Source: an optimization exercise on an open RTL-to-GDS flow (aim: small area, a short achievable clock period and few clock cycles). Production flows keep margins and buffers that such runs may drop.
The RTL was checked by simulation tests, not by an equivalence proof against the original design.

## garnet
==> flow/design.v <==
module core #(                              
	parameter ADDR_W = 32,
	parameter INST_W = 32,
	parameter DATA_W = 32
)(
	input                   i_clk,
	input                   i_rst_n,
	output     [ ADDR_W-1 : 0 ] o_i_addr,
	input      [ INST_W-1 : 0 ] i_i_inst,
	output reg                  o_d_wen,
	output     [ ADDR_W-1 : 0 ] o_d_addr,
	output     [ DATA_W-1 : 0 ] o_d_wdata,
	input      [ DATA_W-1 : 0 ] i_d_rdata,
	output reg [    1 : 0 ] o_status,
	output reg              o_status_valid
);
reg  [9:0]  pc_f;           
reg  [9:0]  pc_d;           
reg         d_valid;
reg  [9:0]  nxt_r;          
reg         halt;
reg         x_valid;
reg  [31:0] x_a, x_b;
reg  [15:0] x_imm;
reg  [4:0]  x_rd;
reg         x_wr, x_lw, x_sw, x_eof, x_itype;
reg         x_add, x_sub, x_addu, x_subu, x_and, x_or, x_nor, x_slt;
reg         x_br, x_beq;
reg  [9:0]  x_tgt, x_pc4;
reg         x_oor_t, x_oor_n;
reg         x_fwd_a, x_fwd_b;
reg  [31:0] m_res;
reg  [4:0]  m_rd;
reg         m_wen, m_lw;
reg  [5:0]  d_addr;
reg  [31:0] w_res;
reg  [4:0]  w_rd;
reg         w_wen, w_lw;
reg         pend2;
reg  [31:0] rf [0:31];
reg  [31:0]   rfv;
assign o_i_addr  = {22'd0, pc_f};
assign o_d_addr  = {24'd0, d_addr, 2'b00};
assign o_d_wdata = m_res;
wire [3:0]  op   = i_i_inst[29:26];
wire [4:0]  rs   = i_i_inst[25:21];
wire [4:0]  rt   = i_i_inst[20:16];
wire [4:0]  rdf  = i_i_inst[15:11];
wire [15:0] imm  = i_i_inst[15:0];
wire d_add  = (op == 4'd1);
wire d_sub  = (op == 4'd2);
wire d_addu = (op == 4'd3);
wire d_subu = (op == 4'd4);
wire d_addi = (op == 4'd5);
wire d_lw   = (op == 4'd6);
wire d_sw   = (op == 4'd7);
wire d_and  = (op == 4'd8);
wire d_or   = (op == 4'd9);
wire d_nor  = (op == 4'd10);
wire d_beq  = (op == 4'd11);
wire d_bne  = (op == 4'd12);
wire d_slt  = (op == 4'd13);
wire d_eof  = (op == 4'd14);
wire d_rtype  = d_add | d_sub | d_addu | d_subu | d_and | d_or | d_nor | d_slt;
wire d_br     = d_beq | d_bne;
wire d_use_rs = ~d_eof;
wire d_use_rt = d_rtype | d_sw | d_br;
wire d_wr     = d_rtype | d_addi | d_lw;
wire [4:0] d_rd = d_rtype ? rdf : rt;
wire [31:0] rd_rs = rf[rs] & {32{rfv[rs]}};
wire [31:0] rd_rt = rf[rt] & {32{rfv[rt]}};
wire m_hit_s = m_wen & ~m_lw & (m_rd == rs);
wire m_hit_t = m_wen & ~m_lw & (m_rd == rt);
wire w_hit_s = w_wen & (w_rd == rs);
wire w_hit_t = w_wen & (w_rd == rt);
wire [31:0] w_data = w_lw ? i_d_rdata : w_res;
wire [31:0] a_rs = m_hit_s ? m_res : w_hit_s ? w_data : rd_rs;
wire [31:0] a_rt = m_hit_t ? m_res : w_hit_t ? w_data : rd_rt;
wire x_hit_s = x_valid & x_wr & (x_rd == rs);
wire x_hit_t = x_valid & x_wr & (x_rd == rt);
wire ml_s    = m_wen & m_lw & (m_rd == rs);
wire ml_t    = m_wen & m_lw & (m_rd == rt);
wire hz_s  = d_use_rs & ((x_hit_s & x_lw) | ml_s);
wire hz_t  = d_use_rt & ((x_hit_t & x_lw) | ml_t);
wire [16:0] tgt    = {7'd0, pc_d} + 17'd4 + {1'b0, imm};
wire [10:0] pc4    = {1'b0, pc_d} + 11'd4;
wire        same   = (rs == rt);
wire        guess  = d_br & (d_beq ? same : ~same);
wire [31:0] xa = x_fwd_a ? m_res : x_a;
wire [31:0] xb = x_fwd_b ? m_res : x_b;
wire        x_inv = x_sub | x_subu | x_slt;
wire [31:0] bop   = x_inv ? ~xb : xb;
wire [32:0] sum   = {1'b0, xa} + {1'b0, bop} + {32'd0, x_inv};
wire        sovf  = (xa[31] == bop[31]) & (sum[31] != xa[31]);
wire        lt    = (xa[31] != xb[31]) ? xa[31] : sum[31];
wire [8:0]  alo   = {1'b0, xa[7:0]} + {1'b0, x_imm[7:0]};
wire [31:0] bz    = {16'd0, x_imm};
wire [31:0] axb   = xa ^ bz;
wire [31:0] aob   = xa | bz;
wire        a_ok  = (axb[8] == alo[8]) & (axb[31:9] == aob[30:8]);
wire x_err = (x_add | x_sub) & sovf
           | x_addu & sum[32]
           | x_subu & ~sum[32]
           | (x_lw | x_sw) & ~a_ok;
reg [31:0] x_res;
always @(*) begin
	x_res = sum[31:0];
	if (x_and) x_res = xa & xb;
	if (x_or)  x_res = xa | xb;
	if (x_nor) x_res = ~(xa | xb);
	if (x_slt) x_res = {31'd0, lt};
	if (x_sw)  x_res = xb;
end
wire       eq     = (xa == xb);
wire       taken  = x_br & (x_beq ? eq : ~eq);
wire       x_oor  = x_br & (taken ? x_oor_t : x_oor_n);
wire       xstop  = x_valid & (x_eof | x_err | x_oor);
wire [9:0] nxt     = ~x_valid ? nxt_r : taken ? x_tgt : x_pc4;
wire       dq_tgt  = (pc_d == x_tgt);
wire       dq_pc4  = (pc_d == x_pc4);
wire       dq_nxr  = (pc_d == nxt_r);
wire       d_right = d_valid & (~x_valid ? dq_nxr : taken ? dq_tgt : dq_pc4);
wire       stall   = hz_s | hz_t;
wire       d_go    = d_right & ~stall & ~xstop & ~halt;
wire       stop    = xstop | halt | (d_go & d_eof);
wire       fq_tgt  = (pc_f == tgt[9:0]);
wire       fq_pc4  = (pc_f == pc4[9:0]);
wire       fq_pcd  = (pc_f == pc_d);
wire       fq_xtgt = (pc_f == x_tgt);
wire       fq_xpc4 = (pc_f == x_pc4);
wire       fq_nxr  = (pc_f == nxt_r);
wire [9:0] pc_f4   = pc_f + 10'd4;
wire [9:0] nf_a    = guess ? (fq_tgt ? pc_f4 : tgt[9:0]) : (fq_pc4 ? pc_f4 : pc4[9:0]);
wire [9:0] nf_b    = fq_pcd ? pc_f4 : pc_d;
wire [9:0] nf_c    = ~x_valid ? (fq_nxr ? pc_f4 : nxt_r)
                   : taken ? (fq_xtgt ? pc_f4 : x_tgt) : (fq_xpc4 ? pc_f4 : x_pc4);
wire [9:0] nf      = d_right ? (stall ? nf_b : nf_a) : nf_c;
always @(posedge i_clk or negedge i_rst_n) begin
	if (!i_rst_n) begin
		pc_f    <= 10'd0;
		pc_d    <= 10'd0;
		d_valid <= 1'b0;
		nxt_r   <= 10'd0;
		halt    <= 1'b0;
		x_valid <= 1'b0;
		m_wen   <= 1'b0;
		w_wen   <= 1'b0;
		o_d_wen <= 1'b0;
		o_status_valid <= 1'b0;
		pend2   <= 1'b0;
	end else begin
		halt    <= stop;
		pc_d    <= pc_f;
		d_valid <= ~stop;
		pc_f    <= nf;
		nxt_r   <= nxt;
		x_valid <= d_go;
		m_wen   <= x_valid & x_wr & ~x_err;
		w_wen   <= m_wen;
		o_d_wen <= x_valid & x_sw & ~x_err;
		o_status_valid <= x_valid | pend2;
		pend2   <= x_valid & x_oor;
	end
end
always @(posedge i_clk) begin
	x_a     <= a_rs;
	x_b     <= d_addi ? {{16{imm[15]}}, imm} : a_rt;
	x_imm   <= imm;
	x_rd    <= d_rd;
	x_wr    <= d_wr;
	x_lw    <= d_lw;
	x_sw    <= d_sw;
	x_eof   <= d_eof;
	x_itype <= d_addi | d_lw | d_sw | d_br;
	x_add   <= d_add | d_addi;
	x_sub   <= d_sub;
	x_addu  <= d_addu;
	x_subu  <= d_subu;
	x_and   <= d_and;
	x_or    <= d_or;
	x_nor   <= d_nor;
	x_slt   <= d_slt;
	x_br    <= d_br;
	x_beq   <= d_beq;
	x_tgt   <= tgt[9:0];
	x_pc4   <= pc4[9:0];
	x_oor_t <= (tgt[16:10] != 7'd0);
	x_oor_n <= pc4[10];
	x_fwd_a <= x_hit_s;
	x_fwd_b <= x_hit_t & ~d_addi;
	m_res   <= x_res;
	m_rd    <= x_rd;
	m_lw    <= x_lw;
	d_addr  <= alo[7:2];
	w_res   <= m_res;
	w_rd    <= m_rd;
	w_lw    <= m_lw;
	if (x_valid)
		o_status <= x_err ? 2'd2 : x_eof ? 2'd3 : {1'b0, x_itype};
	else
		o_status <= 2'd2;
end
always @(posedge i_clk) begin
	if (w_wen) rf[w_rd] <= w_data;
end
always @(posedge i_clk or negedge i_rst_n) begin
	if (!i_rst_n) rfv <= 32'd0;
	else if (w_wen) rfv[w_rd] <= 1'b1;
end
endmodule
Settings: LEC_CHECK=0, ABC_CLOCK_PERIOD_IN_PS=4000, CAP_MARGIN=20, CORE_MARGIN=2, CORE_UTILIZATION=40, SLEW_MARGIN=20; clock period 12.0 ns.
standard.sh (not shown) runs the stock make flow with config.mk's settings and CLKGATE_MAP_FILE= SYNTH_SCRIPT=/design/flow/synth_recipe.tcl, a recipe that flattens the netlist after the stock synthesis.
==> flow/flow/run.sh <==
#!/bin/bash
# Standard ORFS layout (the standard.sh), with repair_timing asked to
# leave extra setup slack so that the design runs well below the clock period.
set -euo pipefail
bash standard.sh SETUP_SLACK_MARGIN=7.5 finish > flow_make.log 2>&1
Testbench counts of garnet, summed over its fixed seeds: cycles 39,584.
Modified inputs, amber compared to garnet
--- a/flow/design.v
+++ b/flow/design.v
@@ -35,11 +35,11 @@
 reg  [5:0]  d_addr;
 reg  [31:0] w_res;
 reg  [4:0]  w_rd;
 reg         w_wen, w_lw;
 reg         pend2;
-reg  [31:0] rf [0:31];
+reg  [1023:0] rf;
 reg  [31:0]   rfv;
 assign o_i_addr  = {22'd0, pc_f};
 assign o_d_addr  = {24'd0, d_addr, 2'b00};
 assign o_d_wdata = m_res;
 wire [3:0]  op   = i_i_inst[29:26];
@@ -65,12 +65,22 @@
 wire d_br     = d_beq | d_bne;
 wire d_use_rs = ~d_eof;
 wire d_use_rt = d_rtype | d_sw | d_br;
 wire d_wr     = d_rtype | d_addi | d_lw;
 wire [4:0] d_rd = d_rtype ? rdf : rt;
-wire [31:0] rd_rs = rf[rs] & {32{rfv[rs]}};
-wire [31:0] rd_rt = rf[rt] & {32{rfv[rt]}};
+wire [31:0] sel_s = (32'd1 << rs) & rfv;
+wire [31:0] sel_t = (32'd1 << rt) & rfv;
+reg  [31:0] rd_rs, rd_rt;
+integer k;
+always @(*) begin
+	rd_rs = 32'd0;
+	rd_rt = 32'd0;
+	for (k = 0; k < 32; k = k + 1) begin
+		rd_rs = rd_rs | (rf[k*32 +: 32] & {32{sel_s[k]}});
+		rd_rt = rd_rt | (rf[k*32 +: 32] & {32{sel_t[k]}});
+	end
+end
 wire m_hit_s = m_wen & ~m_lw & (m_rd == rs);
 wire m_hit_t = m_wen & ~m_lw & (m_rd == rt);
 wire w_hit_s = w_wen & (w_rd == rs);
 wire w_hit_t = w_wen & (w_rd == rt);
 wire [31:0] w_data = w_lw ? i_d_rdata : w_res;
@@ -198,13 +208,18 @@
 	if (x_valid)
 		o_status <= x_err ? 2'd2 : x_eof ? 2'd3 : {1'b0, x_itype};
 	else
 		o_status <= 2'd2;
 end
-always @(posedge i_clk) begin
-	if (w_wen) rf[w_rd] <= w_data;
-end
+genvar g;
+generate
+	for (g = 0; g < 32; g = g + 1) begin : regs
+		always @(posedge i_clk) begin
+			if (w_wen && w_rd == g) rf[g*32 +: 32] <= w_data;
+		end
+	end
+endgenerate
 always @(posedge i_clk or negedge i_rst_n) begin
 	if (!i_rst_n) rfv <= 32'd0;
 	else if (w_wen) rfv[w_rd] <= 1'b1;
 end
 endmodule
Findings:
Share of cells above drive strength 1 in amber vs garnet: down 12 points
Diff garnet -> amber | met1 routing resource usage after global routing | increase of 10 points
amber vs garnet: final net count up in amber
Compared with garnet, amber ends up with a smaller final cell area.
| setup total negative slack | garnet vs amber | ≈ equal |
Testbench counts of amber, summed over its fixed seeds: cycles 39,584.

[what the ideal ports hide]
The results above use ideal ports. As a check the final layouts listed here were re-extracted and re-timed, cells and wires unchanged. Step 1 (the two cells are an assumption about what drives the block):
set clk [get_ports {i_clk}]
set_driving_cell -lib_cell sky130_fd_sc_hd__clkbuf_16 $clk
set_driving_cell -lib_cell sky130_fd_sc_hd__buf_2 [delete_from_list [all_inputs] $clk]
Step 2 also shifts input and output timing later by t, the mid clock arrival at the registers, as if the neighbouring blocks saw the same clock. Slacks: ideal / step 1 / step 2; pairs: ideal / step 1.
run | shift t [ns] | slack for setup (ns) | slew at the worst register clock pin (ns) | worst slew at a driven data input, ns
garnet | 0.853 | 7.271 / 7.307 / 6.454 | 0.07 / 0.07 | 0.34
amber | 0.885 | 7.212 / 7.252 / 6.367 | 0.07 / 0.07 | 0.09
After both steps every run listed still meets setup and hold. The setup slack of amber, which loses most, moves by +0.040 ns with the drivers and by -0.845 ns with both steps.
